What follows belongs to an exercise in optimizing a design on an open flow for small area; a production flow would make more cautious choices. The RTL was checked by simulation tests, not by an equivalence proof against the original design. No driver is modelled on the clock port, so clocking that relies on it looks cheaper here than on a real chip. Power and IR drop assume default switching activity.

==> amber <==
## URATE
module URATE (
    input clk,
    input rst,
    input signed [15:0] in,
    output signed [15:0] out
);
export LEC_CHECK = 0
export CAP_MARGIN = 20
export CORE_MARGIN = 2
export CORE_UTILIZATION = 40
export CTS_BUF_LIST = sky130_fd_sc_hd__clkbuf_4 sky130_fd_sc_hd__clkbuf_8
export CTS_CLUSTER_SIZE = 30
export SLEW_MARGIN = 20
export SYNTH_HIERARCHICAL = 1
export SYNTH_MINIMUM_KEEP_SIZE = 0
create_clock -name core_clock -period 14.0 [get_ports {clk}]
standard.sh (not shown) runs the stock make flow with config.mk's settings and CLKGATE_MAP_FILE= SYNTH_SCRIPT=/design/flow/synth_recipe.tcl, a recipe that flattens the netlist after the stock synthesis.
==> flow/flow/run.sh <==
#!/bin/bash
# Own flow: the standard layout (standard.sh, unchanged synthesis), with two changes:
# port buffers use the smallest buffer cell, and clock tree synthesis inserts no dummy loads.
set -euo pipefail
bash standard.sh \
  'BUFFER_PORTS_ARGS=-buffer_cell sky130_fd_sc_hd__buf_1' \
  'CTS_ARGS=-sink_clustering_enable -repair_clock_nets -dont_use_dummy_load -buf_list {sky130_fd_sc_hd__clkbuf_4 sky130_fd_sc_hd__clkbuf_8}' \
  finish > standard_flow.log 2>&1
==> juniper (differences from amber) <==
--- a/flow/design.v
+++ b/flow/design.v
@@ -30,14 +30,14 @@
 reg k2r0_s1;
 reg k2r0_n;
 reg k2r1_s2;
 reg k2r1_s3;
 reg k2r1_n;
-reg k3r0_s1s3;
-reg k3r0_s2s3;
-reg k3r1_s0s3;
-reg k3r1_s3s3;
+reg k3r0_s1;
+reg k3r0_s2;
+reg k3r1_s0;
+reg k3r1_s3;
 reg kc0;
 reg kc1;
 reg kc2;
 reg kc3;
 always @* begin
@@ -58,14 +58,14 @@
 	k2r0_s1 = 1'b0;
 	k2r0_n = 1'b0;
 	k2r1_s2 = 1'b0;
 	k2r1_s3 = 1'b0;
 	k2r1_n = 1'b0;
-	k3r0_s1s3 = 1'b0;
-	k3r0_s2s3 = 1'b0;
-	k3r1_s0s3 = 1'b0;
-	k3r1_s3s3 = 1'b0;
+	k3r0_s1 = 1'b0;
+	k3r0_s2 = 1'b0;
+	k3r1_s0 = 1'b0;
+	k3r1_s3 = 1'b0;
 	kc0 = 1'b0;
 	kc1 = 1'b0;
 	kc2 = 1'b0;
 	kc3 = 1'b0;
 	case (cnt)
@@ -77,34 +77,34 @@
 		k1r1_s3 = 1'b1;
 		k1r1_n = 1'b1;
 		k2r0_s0 = 1'b1;
 		k2r1_s2 = 1'b1;
 		k2r1_n = 1'b1;
-		k3r0_s1s3 = 1'b1;
-		k3r1_s3s3 = 1'b1;
+		k3r0_s1 = 1'b1;
+		k3r1_s3 = 1'b1;
 		kc0 = 1'b1;
 		kc1 = 1'b1;
 		kc3 = 1'b1;
 	end
 	5'd1: begin
 		cnt_nx = 5'd2;
 		k1r1_s2 = 1'b1;
 		k2r0_s1 = 1'b1;
 		k2r0_n = 1'b1;
-		k3r0_s2s3 = 1'b1;
-		k3r1_s0s3 = 1'b1;
+		k3r0_s2 = 1'b1;
+		k3r1_s0 = 1'b1;
 		kc0 = 1'b1;
 		kc1 = 1'b1;
 	end
 	5'd2: begin
 		cnt_nx = 5'd3;
 		k0r0_s0 = 1'b1;
 		k1r0_s0 = 1'b1;
 		k2r0_s0 = 1'b1;
 		k2r0_n = 1'b1;
-		k3r0_s1s3 = 1'b1;
-		k3r1_s0s3 = 1'b1;
+		k3r0_s1 = 1'b1;
+		k3r1_s0 = 1'b1;
 		kc0 = 1'b1;
 		kc1 = 1'b1;
 	end
 	5'd3: begin
 		cnt_nx = 5'd4;
@@ -126,31 +126,31 @@
 		k1r0_s0 = 1'b1;
 		k1r0_n = 1'b1;
 		k1r1_s2 = 1'b1;
 		k2r0_s1 = 1'b1;
 		k2r1_s2 = 1'b1;
-		k3r1_s0s3 = 1'b1;
+		k3r1_s0 = 1'b1;
 		kc0 = 1'b1;
 		kc1 = 1'b1;
 		kc2 = 1'b1;
 	end
 	5'd5: begin
-		cnt_nx = 5'd28;
+		cnt_nx = 5'd6;
 		k0r0_s0 = 1'b1;
 		k0r0_n = 1'b1;
 		k0r1_s3 = 1'b1;
 		k1r0_s1 = 1'b1;
 		k1r1_s2 = 1'b1;
 		k2r1_s2 = 1'b1;
 		k2r1_n = 1'b1;
-		k3r0_s1s3 = 1'b1;
-		k3r1_s0s3 = 1'b1;
+		k3r0_s1 = 1'b1;
+		k3r1_s0 = 1'b1;
 		kc0 = 1'b1;
 		kc1 = 1'b1;
 		kc2 = 1'b1;
 	end
-	5'd28: begin
+	5'd6: begin
 		cnt_nx = 5'd7;
 		k0r0_s1 = 1'b1;
 		k0r0_n = 1'b1;
 		k1r0_s0 = 1'b1;
 		k2r0_s0 = 1'b1;
@@ -299,11 +299,11 @@
 		k1r1_s3 = 1'b1;
 		k1r1_n = 1'b1;
 		k2r0_s0 = 1'b1;
 		k2r1_s3 = 1'b1;
 		k2r1_n = 1'b1;
-		k3r1_s0s3 = 1'b1;
+		k3r1_s0 = 1'b1;
 		kc1 = 1'b1;
 		kc3 = 1'b1;
 	end
 	default: ;
 	endcase
@@ -408,46 +408,46 @@
 wire k2r1_14 = ((k2r1_s2 & x2[12]) | (k2r1_s3 & x2[11])) ^ k2r1_n;
 wire k2r1_15 = ((k2r1_s2 & x2[13]) | (k2r1_s3 & x2[12])) ^ k2r1_n;
 wire k2r1_16 = ((k2r1_s2 & x2[14]) | (k2r1_s3 & x2[13])) ^ k2r1_n;
 wire k2r1_17 = ((k2r1_s2 & x2[15]) | (k2r1_s3 & x2[14])) ^ k2r1_n;
 wire k2r1_18 = ~(((k2r1_s2 & x2[15]) | (k2r1_s3 & x2[15])) ^ k2r1_n);
-wire k3r0_1 = ~((k3r0_s1s3 & s3[0]));
-wire k3r0_2 = ~((k3r0_s1s3 & s3[1]) | (k3r0_s2s3 & s3[0]));
-wire k3r0_3 = ~((k3r0_s1s3 & s3[2]) | (k3r0_s2s3 & s3[1]));
-wire k3r0_4 = ~((k3r0_s1s3 & s3[3]) | (k3r0_s2s3 & s3[2]));
-wire k3r0_5 = ~((k3r0_s1s3 & s3[4]) | (k3r0_s2s3 & s3[3]));
-wire k3r0_6 = ~((k3r0_s1s3 & s3[5]) | (k3r0_s2s3 & s3[4]));
-wire k3r0_7 = ~((k3r0_s1s3 & s3[6]) | (k3r0_s2s3 & s3[5]));
-wire k3r0_8 = ~((k3r0_s1s3 & s3[7]) | (k3r0_s2s3 & s3[6]));
-wire k3r0_9 = ~((k3r0_s1s3 & s3[8]) | (k3r0_s2s3 & s3[7]));
-wire k3r0_10 = ~((k3r0_s1s3 & s3[9]) | (k3r0_s2s3 & s3[8]));
-wire k3r0_11 = ~((k3r0_s1s3 & s3[10]) | (k3r0_s2s3 & s3[9]));
-wire k3r0_12 = ~((k3r0_s1s3 & s3[11]) | (k3r0_s2s3 & s3[10]));
-wire k3r0_13 = ~((k3r0_s1s3 & s3[12]) | (k3r0_s2s3 & s3[11]));
-wire k3r0_14 = ~((k3r0_s1s3 & s3[13]) | (k3r0_s2s3 & s3[12]));
-wire k3r0_15 = ~((k3r0_s1s3 & s3[14]) | (k3r0_s2s3 & s3[13]));
-wire k3r0_16 = ~((k3r0_s1s3 & s3[15]) | (k3r0_s2s3 & s3[14]));
-wire k3r0_17 = (k3r0_s1s3 & s3[15]) | (k3r0_s2s3 & s3[15]);
-wire k3r1_0 = (k3r1_s0s3 & s3[0]);
-wire k3r1_1 = (k3r1_s0s3 & s3[1]);
-wire k3r1_2 = (k3r1_s0s3 & s3[2]);
-wire k3r1_3 = (k3r1_s0s3 & s3[3]) | (k3r1_s3s3 & s3[0]);
-wire k3r1_4 = (k3r1_s0s3 & s3[4]) | (k3r1_s3s3 & s3[1]);
-wire k3r1_5 = (k3r1_s0s3 & s3[5]) | (k3r1_s3s3 & s3[2]);
-wire k3r1_6 = (k3r1_s0s3 & s3[6]) | (k3r1_s3s3 & s3[3]);
-wire k3r1_7 = (k3r1_s0s3 & s3[7]) | (k3r1_s3s3 & s3[4]);
-wire k3r1_8 = (k3r1_s0s3 & s3[8]) | (k3r1_s3s3 & s3[5]);
-wire k3r1_9 = (k3r1_s0s3 & s3[9]) | (k3r1_s3s3 & s3[6]);
-wire k3r1_10 = (k3r1_s0s3 & s3[10]) | (k3r1_s3s3 & s3[7]);
-wire k3r1_11 = (k3r1_s0s3 & s3[11]) | (k3r1_s3s3 & s3[8]);
-wire k3r1_12 = (k3r1_s0s3 & s3[12]) | (k3r1_s3s3 & s3[9]);
-wire k3r1_13 = (k3r1_s0s3 & s3[13]) | (k3r1_s3s3 & s3[10]);
-wire k3r1_14 = (k3r1_s0s3 & s3[14]) | (k3r1_s3s3 & s3[11]);
-wire k3r1_15 = (k3r1_s0s3 & s3[15]) | (k3r1_s3s3 & s3[12]);
-wire k3r1_16 = (k3r1_s0s3 & s3[15]) | (k3r1_s3s3 & s3[13]);
-wire k3r1_17 = (k3r1_s0s3 & s3[15]) | (k3r1_s3s3 & s3[14]);
-wire k3r1_18 = ~((k3r1_s0s3 & s3[15]) | (k3r1_s3s3 & s3[15]));
+wire k3r0_1 = ~((k3r0_s1 & s3[0]));
+wire k3r0_2 = ~((k3r0_s1 & s3[1]) | (k3r0_s2 & s3[0]));
+wire k3r0_3 = ~((k3r0_s1 & s3[2]) | (k3r0_s2 & s3[1]));
+wire k3r0_4 = ~((k3r0_s1 & s3[3]) | (k3r0_s2 & s3[2]));
+wire k3r0_5 = ~((k3r0_s1 & s3[4]) | (k3r0_s2 & s3[3]));
+wire k3r0_6 = ~((k3r0_s1 & s3[5]) | (k3r0_s2 & s3[4]));
+wire k3r0_7 = ~((k3r0_s1 & s3[6]) | (k3r0_s2 & s3[5]));
+wire k3r0_8 = ~((k3r0_s1 & s3[7]) | (k3r0_s2 & s3[6]));
+wire k3r0_9 = ~((k3r0_s1 & s3[8]) | (k3r0_s2 & s3[7]));
+wire k3r0_10 = ~((k3r0_s1 & s3[9]) | (k3r0_s2 & s3[8]));
+wire k3r0_11 = ~((k3r0_s1 & s3[10]) | (k3r0_s2 & s3[9]));
+wire k3r0_12 = ~((k3r0_s1 & s3[11]) | (k3r0_s2 & s3[10]));
+wire k3r0_13 = ~((k3r0_s1 & s3[12]) | (k3r0_s2 & s3[11]));
+wire k3r0_14 = ~((k3r0_s1 & s3[13]) | (k3r0_s2 & s3[12]));
+wire k3r0_15 = ~((k3r0_s1 & s3[14]) | (k3r0_s2 & s3[13]));
+wire k3r0_16 = ~((k3r0_s1 & s3[15]) | (k3r0_s2 & s3[14]));
+wire k3r0_17 = (k3r0_s1 & s3[15]) | (k3r0_s2 & s3[15]);
+wire k3r1_0 = (k3r1_s0 & s3[0]);
+wire k3r1_1 = (k3r1_s0 & s3[1]);
+wire k3r1_2 = (k3r1_s0 & s3[2]);
+wire k3r1_3 = (k3r1_s0 & s3[3]) | (k3r1_s3 & s3[0]);
+wire k3r1_4 = (k3r1_s0 & s3[4]) | (k3r1_s3 & s3[1]);
+wire k3r1_5 = (k3r1_s0 & s3[5]) | (k3r1_s3 & s3[2]);
+wire k3r1_6 = (k3r1_s0 & s3[6]) | (k3r1_s3 & s3[3]);
+wire k3r1_7 = (k3r1_s0 & s3[7]) | (k3r1_s3 & s3[4]);
+wire k3r1_8 = (k3r1_s0 & s3[8]) | (k3r1_s3 & s3[5]);
+wire k3r1_9 = (k3r1_s0 & s3[9]) | (k3r1_s3 & s3[6]);
+wire k3r1_10 = (k3r1_s0 & s3[10]) | (k3r1_s3 & s3[7]);
+wire k3r1_11 = (k3r1_s0 & s3[11]) | (k3r1_s3 & s3[8]);
+wire k3r1_12 = (k3r1_s0 & s3[12]) | (k3r1_s3 & s3[9]);
+wire k3r1_13 = (k3r1_s0 & s3[13]) | (k3r1_s3 & s3[10]);
+wire k3r1_14 = (k3r1_s0 & s3[14]) | (k3r1_s3 & s3[11]);
+wire k3r1_15 = (k3r1_s0 & s3[15]) | (k3r1_s3 & s3[12]);
+wire k3r1_16 = (k3r1_s0 & s3[15]) | (k3r1_s3 & s3[13]);
+wire k3r1_17 = (k3r1_s0 & s3[15]) | (k3r1_s3 & s3[14]);
+wire k3r1_18 = ~((k3r1_s0 & s3[15]) | (k3r1_s3 & s3[15]));
 wire fs1, fc2;
 FA ufs1 (.a(r4[0]), .b(k0r0_0), .c(k1r0_0), .s(fs1), .co(fc2));
 wire fs3, fc4;
 FA ufs3 (.a(k2r0_0), .b(k3r1_0), .c(kc0), .s(fs3), .co(fc4));
 wire fs5, fc6;
==> flow/flow/run.sh (replaced) <==
#!/bin/bash
# Own flow: the standard layout (standard.sh) with three changes:
#  - synthesis is the standard synthesis script with one difference: the ABC
#    technology-mapping step uses an area-oriented script (flow/abc_area.script)
#    instead of ORFS's speed script; registers, flattening and renaming are unchanged;
#  - port buffers use the smallest buffer cell;
#  - clock tree synthesis inserts no dummy loads.
set -euo pipefail
here=$PWD
# ORFS's synth.tcl with only the ABC script replaced
sed 's|^\(\s*\)log_cmd abc {\*}\$abc_args$|\1set abc_args [lreplace $abc_args 1 1 '"$here"'/flow/abc_area.script]\n\1log_cmd abc {*}$abc_args|' \
  "$FLOW_HOME/scripts/synth.tcl" > "$here/synth_area.tcl"
grep -q 'flow/abc_area.script' "$here/synth_area.tcl"
# The standard flow's synthesis wrapper, sourcing that copy
sed 's|source \$::env(SCRIPTS_DIR)/synth.tcl|source '"$here"'/synth_area.tcl|' synth_recipe.tcl > "$here/synth_own.tcl"
grep -q 'synth_area.tcl' "$here/synth_own.tcl"
bash standard.sh \
  "SYNTH_SCRIPT=$here/synth_own.tcl" \
  'BUFFER_PORTS_ARGS=-buffer_cell sky130_fd_sc_hd__buf_1' \
  'CTS_ARGS=-sink_clustering_enable -repair_clock_nets -dont_use_dummy_load -buf_list {sky130_fd_sc_hd__clkbuf_4 sky130_fd_sc_hd__clkbuf_8}' \
  finish > standard_flow.log 2>&1
==> flow/flow/abc_area.script (new file) <==
&get -n
&st
&dch -f
&nf -a -R 1000
&put
- CAP_MARGIN: 20 -> 0
- SLEW_MARGIN: 20 -> 0
==> comparison table <==
quantity	juniper	amber
Largest net degree at the start of global routing	73	79
GPL Wtd Cong	0.834	0.862
GRT met2 Usage	27.0%	26.5%
Overall power	3.08 mW	3.11 mW
Clock network area share	1.64%	1.61%
Post-Route Hold Slack	0.478 ns	0.492 ns
Count of non-filler cells in the finished layout	1369	1395
Synth Area in Compound Gates	9.48%	10.6%
Sequential cell area share	37.1%	36.4%
Power density of the placed cells	216 nW/um^2	213 nW/um^2
Met1 Track Usage GR	27.3%	26.9%
Cell with the biggest individual delay on the critical path	sky130_fd_sc_hd__dfrtp_1	sky130_fd_sc_hd__fa_1
Status	no timing/DRC/antenna violations	no timing/DRC/antenna violations
Die area	34700 sq um	36100 sq um
Post-route fraction of the period consumed by the critical path	87.8%	87.9%
Required time of the critical path	14.36 ns	14.39 ns
Area grow syn2layout	7.37%	5.41%
Fill cell count	2944	3064
Max-slew headroom	22.0%	23.0%
Worst Hold Endpoint	r0[30]$_DFF_PP0_	r0[0]$_DFF_PP0_
Maximum clock skew at final layout	0.0381 ns	0.0338 ns
Number of placement rows	66	68
Worst reg2reg setup slack	1.71 ns	1.70 ns
Met1 wire length	13200 um	13500 um
Clock share of power	9.6%	9.5%

---

==> sierra <==
Another version of the RTL of URATE (not shown whole).
clock: 14.0 ns
lec_check: 0
cap_margin: 20
core_margin: 2
core_utilization: 40
cts_buf_list: sky130_fd_sc_hd__clkbuf_4 sky130_fd_sc_hd__clkbuf_8
cts_cluster_size: 30
slew_margin: 20
synth_hierarchical: 1
synth_minimum_keep_size: 0
==> flow/flow/run.sh <==
#!/bin/bash
# Own flow: the standard layout (standard.sh) with three changes:
#  - synthesis is the standard synthesis script with one difference: the ABC
#    technology-mapping step uses an area-oriented script (flow/abc_area.script)
#    instead of ORFS's speed script; registers, flattening and renaming are unchanged;
#  - port buffers use the smallest buffer cell;
#  - clock tree synthesis inserts no dummy loads.
set -euo pipefail
here=$PWD
# ORFS's synth.tcl with only the ABC script replaced
sed 's|^\(\s*\)log_cmd abc {\*}\$abc_args$|\1set abc_args [lreplace $abc_args 1 1 '"$here"'/flow/abc_area.script]\n\1log_cmd abc {*}$abc_args|' \
  "$FLOW_HOME/scripts/synth.tcl" > "$here/synth_area.tcl"
grep -q 'flow/abc_area.script' "$here/synth_area.tcl"
# The standard flow's synthesis wrapper, sourcing that copy
sed 's|source \$::env(SCRIPTS_DIR)/synth.tcl|source '"$here"'/synth_area.tcl|' synth_recipe.tcl > "$here/synth_own.tcl"
grep -q 'synth_area.tcl' "$here/synth_own.tcl"
bash standard.sh \
  "SYNTH_SCRIPT=$here/synth_own.tcl" \
  'BUFFER_PORTS_ARGS=-buffer_cell sky130_fd_sc_hd__buf_1' \
  'CTS_ARGS=-sink_clustering_enable -repair_clock_nets -dont_use_dummy_load -buf_list {sky130_fd_sc_hd__clkbuf_4 sky130_fd_sc_hd__clkbuf_8}' \
  finish > standard_flow.log 2>&1
==> flow/flow/abc_area.script <==
&get -n
&st
&dch -f
&nf -a -R 1000
&put
==> inputs of yarrow, as changes to sierra <==
--- a/flow/design.v
+++ b/flow/design.v
@@ -7,16 +7,17 @@
 reg [4:0] cnt;      
 reg [15:0] x0, x1, x2, x3;
 reg [30:0] r0;
 reg [28:0] r1;
 reg [25:0] r2;
 reg [22:0] r3;
 reg [20:0] r4;
 wire smp = (cnt == 5'd19);
+wire [15:0] s3 = smp ? in : x3;    
 reg [4:0] cnt_nx;
 reg k0r0_s0;
 reg k0r0_s1;
 reg k0r0_n;
 reg k0r1_s2;
 reg k0r1_s3;
 reg k0r1_n;
 reg k1r0_s0;
@@ -295,16 +296,17 @@
 		cnt_nx = 5'd0;
 		k0r1_s2 = 1'b1;
 		k1r0_s1 = 1'b1;
 		k1r1_s3 = 1'b1;
 		k1r1_n = 1'b1;
 		k2r0_s0 = 1'b1;
 		k2r1_s3 = 1'b1;
 		k2r1_n = 1'b1;
+		k3r1_s0 = 1'b1;
 		kc1 = 1'b1;
 		kc3 = 1'b1;
 	end
 	default: ;
 	endcase
 end
 wire k0r0_0 = ((k0r0_s0 & x0[0])) ^ k0r0_n;
 wire k0r0_1 = ((k0r0_s0 & x0[1]) | (k0r0_s1 & x0[0])) ^ k0r0_n;
@@ -403,52 +405,52 @@
 wire k2r1_11 = ((k2r1_s2 & x2[9]) | (k2r1_s3 & x2[8])) ^ k2r1_n;
 wire k2r1_12 = ((k2r1_s2 & x2[10]) | (k2r1_s3 & x2[9])) ^ k2r1_n;
 wire k2r1_13 = ((k2r1_s2 & x2[11]) | (k2r1_s3 & x2[10])) ^ k2r1_n;
 wire k2r1_14 = ((k2r1_s2 & x2[12]) | (k2r1_s3 & x2[11])) ^ k2r1_n;
 wire k2r1_15 = ((k2r1_s2 & x2[13]) | (k2r1_s3 & x2[12])) ^ k2r1_n;
 wire k2r1_16 = ((k2r1_s2 & x2[14]) | (k2r1_s3 & x2[13])) ^ k2r1_n;
 wire k2r1_17 = ((k2r1_s2 & x2[15]) | (k2r1_s3 & x2[14])) ^ k2r1_n;
 wire k2r1_18 = ~(((k2r1_s2 & x2[15]) | (k2r1_s3 & x2[15])) ^ k2r1_n);
-wire k3r0_1 = ~((k3r0_s1 & x3[0]));
-wire k3r0_2 = ~((k3r0_s1 & x3[1]) | (k3r0_s2 & x3[0]));
-wire k3r0_3 = ~((k3r0_s1 & x3[2]) | (k3r0_s2 & x3[1]));
-wire k3r0_4 = ~((k3r0_s1 & x3[3]) | (k3r0_s2 & x3[2]));
-wire k3r0_5 = ~((k3r0_s1 & x3[4]) | (k3r0_s2 & x3[3]));
-wire k3r0_6 = ~((k3r0_s1 & x3[5]) | (k3r0_s2 & x3[4]));
-wire k3r0_7 = ~((k3r0_s1 & x3[6]) | (k3r0_s2 & x3[5]));
-wire k3r0_8 = ~((k3r0_s1 & x3[7]) | (k3r0_s2 & x3[6]));
-wire k3r0_9 = ~((k3r0_s1 & x3[8]) | (k3r0_s2 & x3[7]));
-wire k3r0_10 = ~((k3r0_s1 & x3[9]) | (k3r0_s2 & x3[8]));
-wire k3r0_11 = ~((k3r0_s1 & x3[10]) | (k3r0_s2 & x3[9]));
-wire k3r0_12 = ~((k3r0_s1 & x3[11]) | (k3r0_s2 & x3[10]));
-wire k3r0_13 = ~((k3r0_s1 & x3[12]) | (k3r0_s2 & x3[11]));
-wire k3r0_14 = ~((k3r0_s1 & x3[13]) | (k3r0_s2 & x3[12]));
-wire k3r0_15 = ~((k3r0_s1 & x3[14]) | (k3r0_s2 & x3[13]));
-wire k3r0_16 = ~((k3r0_s1 & x3[15]) | (k3r0_s2 & x3[14]));
-wire k3r0_17 = (k3r0_s1 & x3[15]) | (k3r0_s2 & x3[15]);
-wire k3r1_0 = (smp & in[0]) | (k3r1_s0 & x3[0]);
-wire k3r1_1 = (smp & in[1]) | (k3r1_s0 & x3[1]);
-wire k3r1_2 = (smp & in[2]) | (k3r1_s0 & x3[2]);
-wire k3r1_3 = (smp & in[3]) | (k3r1_s0 & x3[3]) | (k3r1_s3 & x3[0]);
-wire k3r1_4 = (smp & in[4]) | (k3r1_s0 & x3[4]) | (k3r1_s3 & x3[1]);
-wire k3r1_5 = (smp & in[5]) | (k3r1_s0 & x3[5]) | (k3r1_s3 & x3[2]);
-wire k3r1_6 = (smp & in[6]) | (k3r1_s0 & x3[6]) | (k3r1_s3 & x3[3]);
-wire k3r1_7 = (smp & in[7]) | (k3r1_s0 & x3[7]) | (k3r1_s3 & x3[4]);
-wire k3r1_8 = (smp & in[8]) | (k3r1_s0 & x3[8]) | (k3r1_s3 & x3[5]);
-wire k3r1_9 = (smp & in[9]) | (k3r1_s0 & x3[9]) | (k3r1_s3 & x3[6]);
-wire k3r1_10 = (smp & in[10]) | (k3r1_s0 & x3[10]) | (k3r1_s3 & x3[7]);
-wire k3r1_11 = (smp & in[11]) | (k3r1_s0 & x3[11]) | (k3r1_s3 & x3[8]);
-wire k3r1_12 = (smp & in[12]) | (k3r1_s0 & x3[12]) | (k3r1_s3 & x3[9]);
-wire k3r1_13 = (smp & in[13]) | (k3r1_s0 & x3[13]) | (k3r1_s3 & x3[10]);
-wire k3r1_14 = (smp & in[14]) | (k3r1_s0 & x3[14]) | (k3r1_s3 & x3[11]);
-wire k3r1_15 = (smp & in[15]) | (k3r1_s0 & x3[15]) | (k3r1_s3 & x3[12]);
-wire k3r1_16 = (smp & in[15]) | (k3r1_s0 & x3[15]) | (k3r1_s3 & x3[13]);
-wire k3r1_17 = (smp & in[15]) | (k3r1_s0 & x3[15]) | (k3r1_s3 & x3[14]);
-wire k3r1_18 = ~((smp & in[15]) | (k3r1_s0 & x3[15]) | (k3r1_s3 & x3[15]));
+wire k3r0_1 = ~((k3r0_s1 & s3[0]));
+wire k3r0_2 = ~((k3r0_s1 & s3[1]) | (k3r0_s2 & s3[0]));
+wire k3r0_3 = ~((k3r0_s1 & s3[2]) | (k3r0_s2 & s3[1]));
+wire k3r0_4 = ~((k3r0_s1 & s3[3]) | (k3r0_s2 & s3[2]));
+wire k3r0_5 = ~((k3r0_s1 & s3[4]) | (k3r0_s2 & s3[3]));
+wire k3r0_6 = ~((k3r0_s1 & s3[5]) | (k3r0_s2 & s3[4]));
+wire k3r0_7 = ~((k3r0_s1 & s3[6]) | (k3r0_s2 & s3[5]));
+wire k3r0_8 = ~((k3r0_s1 & s3[7]) | (k3r0_s2 & s3[6]));
+wire k3r0_9 = ~((k3r0_s1 & s3[8]) | (k3r0_s2 & s3[7]));
+wire k3r0_10 = ~((k3r0_s1 & s3[9]) | (k3r0_s2 & s3[8]));
+wire k3r0_11 = ~((k3r0_s1 & s3[10]) | (k3r0_s2 & s3[9]));
+wire k3r0_12 = ~((k3r0_s1 & s3[11]) | (k3r0_s2 & s3[10]));
+wire k3r0_13 = ~((k3r0_s1 & s3[12]) | (k3r0_s2 & s3[11]));
+wire k3r0_14 = ~((k3r0_s1 & s3[13]) | (k3r0_s2 & s3[12]));
+wire k3r0_15 = ~((k3r0_s1 & s3[14]) | (k3r0_s2 & s3[13]));
+wire k3r0_16 = ~((k3r0_s1 & s3[15]) | (k3r0_s2 & s3[14]));
+wire k3r0_17 = (k3r0_s1 & s3[15]) | (k3r0_s2 & s3[15]);
+wire k3r1_0 = (k3r1_s0 & s3[0]);
+wire k3r1_1 = (k3r1_s0 & s3[1]);
+wire k3r1_2 = (k3r1_s0 & s3[2]);
+wire k3r1_3 = (k3r1_s0 & s3[3]) | (k3r1_s3 & s3[0]);
+wire k3r1_4 = (k3r1_s0 & s3[4]) | (k3r1_s3 & s3[1]);
+wire k3r1_5 = (k3r1_s0 & s3[5]) | (k3r1_s3 & s3[2]);
+wire k3r1_6 = (k3r1_s0 & s3[6]) | (k3r1_s3 & s3[3]);
+wire k3r1_7 = (k3r1_s0 & s3[7]) | (k3r1_s3 & s3[4]);
+wire k3r1_8 = (k3r1_s0 & s3[8]) | (k3r1_s3 & s3[5]);
+wire k3r1_9 = (k3r1_s0 & s3[9]) | (k3r1_s3 & s3[6]);
+wire k3r1_10 = (k3r1_s0 & s3[10]) | (k3r1_s3 & s3[7]);
+wire k3r1_11 = (k3r1_s0 & s3[11]) | (k3r1_s3 & s3[8]);
+wire k3r1_12 = (k3r1_s0 & s3[12]) | (k3r1_s3 & s3[9]);
+wire k3r1_13 = (k3r1_s0 & s3[13]) | (k3r1_s3 & s3[10]);
+wire k3r1_14 = (k3r1_s0 & s3[14]) | (k3r1_s3 & s3[11]);
+wire k3r1_15 = (k3r1_s0 & s3[15]) | (k3r1_s3 & s3[12]);
+wire k3r1_16 = (k3r1_s0 & s3[15]) | (k3r1_s3 & s3[13]);
+wire k3r1_17 = (k3r1_s0 & s3[15]) | (k3r1_s3 & s3[14]);
+wire k3r1_18 = ~((k3r1_s0 & s3[15]) | (k3r1_s3 & s3[15]));
 wire fs1, fc2;
 FA ufs1 (.a(r4[0]), .b(k0r0_0), .c(k1r0_0), .s(fs1), .co(fc2));
 wire fs3, fc4;
 FA ufs3 (.a(k2r0_0), .b(k3r1_0), .c(kc0), .s(fs3), .co(fc4));
 wire fs5, fc6;
 FA ufs5 (.a(r4[1]), .b(k0r0_1), .c(k1r0_1), .s(fs5), .co(fc6));
 wire fs7, fc8;
 FA ufs7 (.a(k2r0_1), .b(k3r0_1), .c(k3r1_1), .s(fs7), .co(fc8));
==> flow/flow/run.sh (replaced) <==
#!/bin/bash
# Own flow: the standard layout (standard.sh, unchanged synthesis), with two changes:
# port buffers use the smallest buffer cell, and clock tree synthesis inserts no dummy loads.
set -euo pipefail
bash standard.sh \
  'BUFFER_PORTS_ARGS=-buffer_cell sky130_fd_sc_hd__buf_1' \
  'CTS_ARGS=-sink_clustering_enable -repair_clock_nets -dont_use_dummy_load -buf_list {sky130_fd_sc_hd__clkbuf_4 sky130_fd_sc_hd__clkbuf_8}' \
  finish > standard_flow.log 2>&1
removed: flow/flow/abc_area.script
==> inputs of lagoon, as changes to sierra <==
--- a/flow/design.v
+++ b/flow/design.v
@@ -190,42 +190,42 @@
 		k2r0_s0 = 1'b1;
 		k2r0_n = 1'b1;
 		k2r1_s3 = 1'b1;
 		kc0 = 1'b1;
 		kc1 = 1'b1;
 		kc2 = 1'b1;
 	end
 	5'd10: begin
-		cnt_nx = 5'd11;
+		cnt_nx = 5'd13;
 		k1r0_s0 = 1'b1;
 		k2r0_s0 = 1'b1;
 		k2r1_s2 = 1'b1;
 		k2r1_n = 1'b1;
 		kc1 = 1'b1;
 		kc2 = 1'b1;
 	end
-	5'd11: begin
-		cnt_nx = 5'd12;
+	5'd13: begin
+		cnt_nx = 5'd18;
 		k0r0_s0 = 1'b1;
 		k0r0_n = 1'b1;
 		k2r0_s1 = 1'b1;
 		k2r1_s2 = 1'b1;
 		kc0 = 1'b1;
 		kc1 = 1'b1;
 	end
-	5'd12: begin
-		cnt_nx = 5'd13;
+	5'd18: begin
+		cnt_nx = 5'd16;
 		k0r0_s0 = 1'b1;
 		k2r0_s0 = 1'b1;
 		k2r0_n = 1'b1;
 		kc0 = 1'b1;
 		kc1 = 1'b1;
 	end
-	5'd13: begin
+	5'd16: begin
 		cnt_nx = 5'd14;
 		k0r0_s1 = 1'b1;
 		k0r1_s3 = 1'b1;
 		k0r1_n = 1'b1;
 		k2r0_s0 = 1'b1;
 		kc1 = 1'b1;
 		kc2 = 1'b1;
 	end
@@ -234,57 +234,57 @@
 		k0r0_s0 = 1'b1;
 		k0r0_n = 1'b1;
 		k0r1_s2 = 1'b1;
 		k1r0_s0 = 1'b1;
 		k1r0_n = 1'b1;
 		kc2 = 1'b1;
 	end
 	5'd15: begin
-		cnt_nx = 5'd16;
+		cnt_nx = 5'd11;
 		k0r0_s0 = 1'b1;
 		k0r1_s3 = 1'b1;
 		k0r1_n = 1'b1;
 		k1r0_s0 = 1'b1;
 		k1r0_n = 1'b1;
 		k1r1_s3 = 1'b1;
 		k1r1_n = 1'b1;
 		k2r1_s2 = 1'b1;
 		kc0 = 1'b1;
 		kc1 = 1'b1;
 		kc3 = 1'b1;
 	end
-	5'd16: begin
-		cnt_nx = 5'd17;
+	5'd11: begin
+		cnt_nx = 5'd25;
 		k0r0_s1 = 1'b1;
 		k1r0_s0 = 1'b1;
 		k1r0_n = 1'b1;
 		k1r1_s2 = 1'b1;
 		k2r0_s1 = 1'b1;
 		k2r1_s3 = 1'b1;
 		k2r1_n = 1'b1;
 		kc0 = 1'b1;
 		kc1 = 1'b1;
 		kc2 = 1'b1;
 	end
-	5'd17: begin
-		cnt_nx = 5'd18;
+	5'd25: begin
+		cnt_nx = 5'd12;
 		k0r1_s2 = 1'b1;
 		k0r1_n = 1'b1;
 		k1r0_s0 = 1'b1;
 		k1r0_n = 1'b1;
 		k1r1_s3 = 1'b1;
 		k1r1_n = 1'b1;
 		k2r0_s0 = 1'b1;
 		k2r0_n = 1'b1;
 		k2r1_s2 = 1'b1;
 		kc2 = 1'b1;
 		kc3 = 1'b1;
 	end
-	5'd18: begin
+	5'd12: begin
 		cnt_nx = 5'd19;
 		k0r0_s0 = 1'b1;
 		k0r1_s2 = 1'b1;
 		k0r1_n = 1'b1;
 		k1r0_s0 = 1'b1;
 		k1r0_n = 1'b1;
 		k2r0_s1 = 1'b1;
 		kc0 = 1'b1;
==> flow/flow/run.sh (replaced) <==
#!/bin/bash
# Own flow: the standard layout (standard.sh) with these changes:
#  - synthesis is the standard synthesis script with one difference: the ABC
#    technology-mapping step uses an area-oriented script (flow/abc_area.script)
#    instead of ORFS's speed script; registers, flattening and renaming are unchanged;
#  - port buffers use the smallest buffer cell;
#  - clock tree synthesis inserts no dummy loads, and clock buffers that drive many
#    flip-flops are then upsized (flow/post_cts.tcl).
set -euo pipefail
here=$PWD
# ORFS's synth.tcl with only the ABC script replaced
sed 's|^\(\s*\)log_cmd abc {\*}\$abc_args$|\1set abc_args [lreplace $abc_args 1 1 '"$here"'/flow/abc_area.script]\n\1log_cmd abc {*}$abc_args|' \
  "$FLOW_HOME/scripts/synth.tcl" > "$here/synth_area.tcl"
grep -q 'flow/abc_area.script' "$here/synth_area.tcl"
# The standard flow's synthesis wrapper, sourcing that copy
sed 's|source \$::env(SCRIPTS_DIR)/synth.tcl|source '"$here"'/synth_area.tcl|' synth_recipe.tcl > "$here/synth_own.tcl"
grep -q 'synth_area.tcl' "$here/synth_own.tcl"
bash standard.sh \
  "SYNTH_SCRIPT=$here/synth_own.tcl" \
  "POST_CTS_TCL=$here/flow/post_cts.tcl" \
  'BUFFER_PORTS_ARGS=-buffer_cell sky130_fd_sc_hd__buf_1' \
  'CTS_ARGS=-sink_clustering_enable -repair_clock_nets -dont_use_dummy_load -buf_list {sky130_fd_sc_hd__clkbuf_4 sky130_fd_sc_hd__clkbuf_8}' \
  finish > standard_flow.log 2>&1
==> flow/flow/post_cts.tcl (new file) <==
set block [ord::get_db_block]
set n 0
foreach inst [$block getInsts] {
  if {[[$inst getMaster] getName] ne "sky130_fd_sc_hd__clkbuf_8"} { continue }
  set it [$inst findITerm X]
  if {$it eq "NULL"} { continue }
  set net [$it getNet]
  if {$net eq "NULL"} { continue }
  if {[$net getSigType] ne "CLOCK" && ![string match "clknet_*" [$net getName]]} { continue }
  set fo [expr {[llength [$net getITerms]] - 1}]
  if {$fo >= 14} {
    puts "post_cts: [$inst getName] drives $fo pins, now clkbuf_16"
    replace_cell [$inst getName] sky130_fd_sc_hd__clkbuf_16
    incr n
  }
}
puts "post_cts: upsized $n clock buffers"
if {$n > 0} {
  detailed_placement
  check_placement -verbose
}
==> inputs of cedar, as changes to sierra <==
==> flow/flow/run.sh (replaced) <==
#!/bin/bash
# Own flow: the standard layout (standard.sh, unchanged synthesis), with two changes:
# port buffers use the smallest buffer cell, and clock tree synthesis inserts no dummy loads.
set -euo pipefail
bash standard.sh \
  'BUFFER_PORTS_ARGS=-buffer_cell sky130_fd_sc_hd__buf_1' \
  'CTS_ARGS=-sink_clustering_enable -repair_clock_nets -dont_use_dummy_load -buf_list {sky130_fd_sc_hd__clkbuf_4 sky130_fd_sc_hd__clkbuf_8}' \
  finish > standard_flow.log 2>&1
removed: flow/flow/abc_area.script
==> comparison <==
- In lagoon the final area is smaller than in sierra, by 0.34%.
- Between yarrow and lagoon, the lower clock power is in yarrow (gap about 16%, measured against lagoon).
- The lowest via count belongs to lagoon, the highest to cedar.
- In sequential power, cedar and lagoon hardly differ.
- Area after synthesis: cedar > yarrow > sierra > lagoon.
- Setup slack, lowest first: sierra, yarrow, cedar, lagoon.
- In yarrow the die area is lower than in cedar, by about 0.32%.
- Power: lagoon > cedar > yarrow > sierra.
- The highest first-iteration DRC count belongs to cedar, the lowest to yarrow.

==> afterwards: timing with drivers on the ports <==
The results above use ideal ports. As a check the final layouts listed here were re-extracted and re-timed, cells and wires unchanged.
Step 1: set_driving_cell puts a clkbuf_16 on clk and a buf_2 on each other input, an assumption about the parent block.
Step 2 adds t to the input delays and takes it off the output delays; t is the mean of the earliest and latest rising clock arrival at the registers after step 1. Input paths then give back, and output paths get back, about the clock's delay inside the block.
a / b / c = ideal / step 1 / step 2; a / b = the first two.
| run | t, ns | slack for setup (ns) | hold slack, ns |
|---|---|---|---|
| amber | 0.529 | 1.699 / 1.699 / 1.699 | 0.492 / 0.492 / 0.492 |
| juniper | 0.532 | 1.714 / 1.714 / 1.714 | 0.478 / 0.478 / 0.478 |
| sierra | 0.526 | 1.704 / 1.704 / 1.704 | 0.480 / 0.480 / 0.480 |
| yarrow | 0.496 | 1.706 / 1.706 / 1.706 | 0.486 / 0.486 / 0.486 |
| lagoon | 0.447 | 1.863 / 1.863 / 1.863 | 0.483 / 0.483 / 0.483 |
| cedar | 0.508 | 1.766 / 1.766 / 1.766 | 0.492 / 0.492 / 0.492 |
After both steps every run listed still meets setup and hold.
